Context: an optimization exercise on an open-source flow, tuned for small area. The choices shown serve that exercise and are no tape-out recipe.
RTL that was checked went through simulation tests only; none was proved equivalent to the original.
Power figures rest on the tool's default switching activity, not on a simulated workload.

## lane 1
Design regmap, start of the top module:
module regmap #(
    parameter ADDR_W = 32,
    parameter DATA_W = 32,
    parameter STRB_W = DATA_W / 8
)(
    input clk,
    input rst,
    output [31:0] csr_sampl_num_val_out,
    output [15:0] csr_area0_start_val_out,
    output [15:0] csr_area1_start_val_out,
    output [15:0] csr_area2_start_val_out,
    output [15:0] csr_area0_end_val_out,
    output [15:0] csr_area1_end_val_out,
    output [15:0] csr_area2_end_val_out,
    output  csr_buf_ctrl_spec_req_out,
    output  csr_buf_ctrl_area_req_out,
    output [7:0] csr_acc_start_val_out,
    output [7:0] csr_acc_stop_val_out,
    output [15:0] csr_adc_th_val_out,
    output [2:0] csr_adc_filter_window_size_out,
    output  csr_adc_filter_bypass_out,
    output [3:0] csr_bline_ctrl_averagings_out,
    output  csr_bline_ctrl_auto_baseline_out,
    output [15:0] csr_bline_manual_val_out,
    output [15:0] csr_bline_acc_val_out,
    output [5:0] csr_bline_trend_delay_val_out,
    input csr_bline_actual_val_en,
    input [14:0] csr_bline_actual_val_in,
    output  csr_gate_ctrl_hysteresis_en_out,
    output  csr_gate_ctrl_pileup_reject_out,
    output [5:0] csr_gate_ctrl_pre_trigger_out,
    output  csr_dump_ctrl_enable_out,
    output [10:0] csr_dump_ctrl_samples_out,
    output [15:0] csr_pileup_acc_val_out,
    output [5:0] csr_pileup_trend_delay_val_out,
    input csr_pileup_actual_val_en,
    input  csr_pileup_actual_val_in,
    output  csr_pileup_cnt_ctrl_frame_rst_out,
    output  csr_pileup_cnt_ctrl_pileup_cnt_rst_out,
    input [31:0] csr_pileup_cnt_val_in,
    output [15:0] csr_count_th_0_val_out,
    input csr_count_val_0_val_en,
    input [31:0] csr_count_val_0_val_in,
    output [15:0] csr_count_th_1_val_out,
    input csr_count_val_1_val_en,
    input [31:0] csr_count_val_1_val_in,
    input [7:0] csr_ver_val_in,
    input [7:0] csr_sub_val_in,
    input [7:0] csr_rev_val_in,
    input  [ADDR_W-1:0] axil_awaddr,
    input  [2:0]        axil_awprot,
    input               axil_awvalid,
    output              axil_awready,
    input  [DATA_W-1:0] axil_wdata,
    input  [STRB_W-1:0] axil_wstrb,
    input               axil_wvalid,
    output              axil_wready,
    output [1:0]        axil_bresp,
    output              axil_bvalid,
    input               axil_bready,
    input  [ADDR_W-1:0] axil_araddr,
    input  [2:0]        axil_arprot,
    input               axil_arvalid,
    output              axil_arready,
    output [DATA_W-1:0] axil_rdata,
    output [1:0]        axil_rresp,
    output              axil_rvalid,
    input               axil_rready
);
Size in the first run: roughly 1900 cells after synthesis, roughly 450 flip-flops, ~580 I/O pins, about 0.018 mm² of cells after synthesis.
clock: 5.0 ns
lec_check: 0
cap_margin: 20
core_margin: 2
core_utilization: 40
slew_margin: 20
run.sh (not shown) runs the stock make flow with config.mk's settings and CLKGATE_MAP_FILE= SYNTH_SCRIPT=/design/flow/synth_recipe.tcl, a recipe that flattens the netlist after the stock synthesis.
#### Input delta (lane 2 over lane 1)
==> flow/flow/run.sh (new file) <==
#!/bin/bash
# Standard ORFS layout, with two changes:
#  - port buffers are sky130_fd_sc_hd__buf_1 instead of the default buffer_ports choice;
#  - CTS does not insert dummy loads.
set -euo pipefail
export BUFFER_PORTS_ARGS="-buffer_cell sky130_fd_sc_hd__buf_1"
export CTS_ARGS="-sink_clustering_enable -repair_clock_nets -dont_use_dummy_load"
bash standard.sh > standard_flow.log 2>&1
==> flow/standard.sh (new file) <==
#!/bin/bash
# synth_recipe.tcl (not shown) runs the flow's synth.tcl, then flattens the netlist and writes it again
# the make line also repeats each setting of config.mk as NAME=value (left out here)
make -C /OpenROAD-flow-scripts/flow DESIGN_CONFIG=/design/flow/config.mk WORK_HOME=/design/flow/orfs CLKGATE_MAP_FILE= SYNTH_SCRIPT=/design/flow/synth_recipe.tcl "${@:-finish}"
removed: flow/run.sh
--- outcome ---
Lane 2 completed; timing, DRC and antenna clean
Delta (lane 2 minus lane 1): switching part of the total power shows an increase of 0.21 points, final clock period utilization by the worst path shows an increase of 2.6 points, power shows a reduction of about 9%, fraction of power consumed by the clock network shows a reduction of 2.9 points.
Switching power summed over all nets, lane 1 and lane 2: lower on lane 2
No functional check of the RTL was part of any run of this note.

---

run A:
regmap, a different RTL version from the one above (not shown whole).
Size: roughly 970 cells after synthesis, roughly 580 I/O pins.
Settings: LEC_CHECK=0, CAP_MARGIN=20, CORE_MARGIN=2, CORE_UTILIZATION=60, GPL_TIMING_DRIVEN=0, SLEW_MARGIN=20; clock period 5.0 ns.
standard.sh (not shown) runs the stock make flow with config.mk's settings and CLKGATE_MAP_FILE= SYNTH_SCRIPT=/design/flow/synth_recipe.tcl, a recipe that flattens the netlist after the stock synthesis.
==> flow/flow/run.sh <==
#!/bin/bash
# Layout flow: the standard ORFS flow (standard.sh) with these changes:
#  - after the standard synthesis, the combinational logic between the (unchanged)
#    flip-flops is re-mapped by ABC for area; the result must be proven equivalent
#    to the standard netlist, else the standard netlist is kept;
#  - synthesis buffers are removed before global placement (as the timing-driven mode does);
#  - port buffers are sky130_fd_sc_hd__buf_1 instead of the default buffer_ports choice;
#  - CTS uses clkbuf_8 with its own sink clustering, and no dummy loads.
set -euo pipefail
W=$PWD
F=$W/flow
export PRE_GLOBAL_PLACE_TCL="$F/pre_gpl.tcl"
export BUFFER_PORTS_ARGS="-buffer_cell sky130_fd_sc_hd__buf_1"
export CTS_ARGS="-sink_clustering_enable -repair_clock_nets -dont_use_dummy_load -buf_list sky130_fd_sc_hd__clkbuf_8 -sink_clustering_size 20 -sink_clustering_max_diameter 50"

bash standard.sh synth > standard_synth.log 2>&1

R=$W/orfs/results/${FLOW_PLATFORM}/regmap/base
LIB=$(ls $FLOW_HOME/platforms/${FLOW_PLATFORM}/lib/sky130_fd_sc_hd__tt_025C_1v80.lib)
mkdir -p $W/resynth
cp $R/1_2_yosys.v $W/resynth/standard.v
yosys -q -p "read_liberty -ignore_miss_func $LIB; write_verilog -noattr $W/resynth/allcells.v" > yosys_cells.log 2>&1
python3 $F/combcells.py $W/resynth/allcells.v $W/resynth/combcells.v
DONT_USE=$(grep -o -- "-dont_use [A-Za-z0-9_]*" $W/orfs/logs/${FLOW_PLATFORM}/regmap/base/1_2_yosys.log | sort -u | tr '\n' ' ')
export LIB_FILE=$LIB DESIGN_NAME=$FLOW_TOP RS_IN=$W/resynth/standard.v RS_OUT=$W/resynth/area.v \
       RS_COMB=$W/resynth/combcells.v RS_CELLS=$W/resynth/allcells.v RS_ABC=$F/area.abc RS_DONT_USE="$DONT_USE"
if yosys -c $F/resynth.tcl > yosys_resynth.log 2>&1 && yosys -c $F/equiv.tcl > yosys_equiv.log 2>&1; then
  cp $W/resynth/area.v $R/1_2_yosys.v
  echo "re-mapped netlist used" > resynth_result.log
else
  echo "re-mapping failed or not proven: standard netlist kept" > resynth_result.log
fi
rm -f $R/1_synth.odb $R/1_synth.sdc
bash standard.sh > standard_flow.log 2>&1
Other scripts of this flow, unchanged in this note and not shown: flow/flow/area.abc, flow/flow/combcells.py, flow/flow/equiv.tcl, flow/flow/pre_gpl.tcl, flow/flow/resynth.tcl
Run A | status: complete | timing, DRC, antenna: pass
Edits applied to the flow inputs when going from run A to run B:
Settings: CORE_UTILIZATION now 75, was 60.
diff --git a/flow/flow/run.sh b/flow/flow/run.sh
--- a/flow/flow/run.sh
+++ b/flow/flow/run.sh
@@ -12,5 +12,5 @@
 export PRE_GLOBAL_PLACE_TCL="$F/pre_gpl.tcl"
 export BUFFER_PORTS_ARGS="-buffer_cell sky130_fd_sc_hd__buf_1"
-export CTS_ARGS="-sink_clustering_enable -repair_clock_nets -dont_use_dummy_load -buf_list sky130_fd_sc_hd__clkbuf_8 -sink_clustering_size 20 -sink_clustering_max_diameter 50"
+export CTS_ARGS="-sink_clustering_enable -repair_clock_nets -dont_use_dummy_load -buf_list sky130_fd_sc_hd__clkbuf_8 -sink_clustering_size 15 -sink_clustering_max_diameter 50"
 
 bash standard.sh synth > standard_synth.log 2>&1
Flow for run B halted at 3_2_place_iop, error code PPL-0024. Chip height: run B vs run A down 18 um. The number of standard-cell rows in the floorplan number comes out higher for run A vs run B. Reported for run A and run B, synthesized netlist cell count turned out identical to the last digit. Run B reports a higher effective utilization at floorplan than run A does.
> inputs changed (run B -> run C)
Settings: CORE_UTILIZATION now 60, was 75; PLACE_DENSITY now 0.75, previously not set.
[summary]
Across run B and run C, a clean result was obtained everywhere but in run B.
The flow ended early for run B: it failed with a tool error in 3_2_place_iop.
Run C against run B: synthesized cell area roughly the same; number of placement rows higher; mean area per synthesized cell roughly the same; die boundary width higher; synthesized cell count roughly the same.
Re vertical die dimension: run B and run C aren't equal, and the higher value belongs to run C.
The effective utilization at floorplan of run C is lower than that of run B.

## port drivers added, routing unchanged
No port has a modelled driver above. Below, the same layouts with a new extraction and two added sets of constraints.
Step 1 (the two cells are an assumption about what drives the block):
set clk [get_ports {clk}]
set_driving_cell -lib_cell sky130_fd_sc_hd__clkbuf_16 $clk
set_driving_cell -lib_cell sky130_fd_sc_hd__buf_2 [delete_from_list [all_inputs] $clk]
Step 2 times the ports against the registers' clock, not the clock port: input delays grow and output delays shrink by t, the midpoint of the rising clock arrivals with the driver on.
Slacks: ideal ports / drivers / drivers and shift; pairs: ideal ports / drivers.
run	t, ns	setup WS [ns]	worst hold slack (ns)
lane 1	0.646	1.037 / 1.037 / 0.516	0.457 / 0.457 / 0.457
lane 2	0.633	0.906 / 0.906 / 0.895	0.454 / 0.454 / 0.454
run A	0.612	0.747 / 0.697 / 0.937	0.474 / 0.474 / 0.474
run C	0.611	1.055 / 1.015 / 0.555	0.472 / 0.472 / 0.472
After both steps every run listed still meets setup and hold. For lane 1, which loses most, drivers alone change the setup slack by 0.000 ns; drivers and shift together by -0.521 ns.
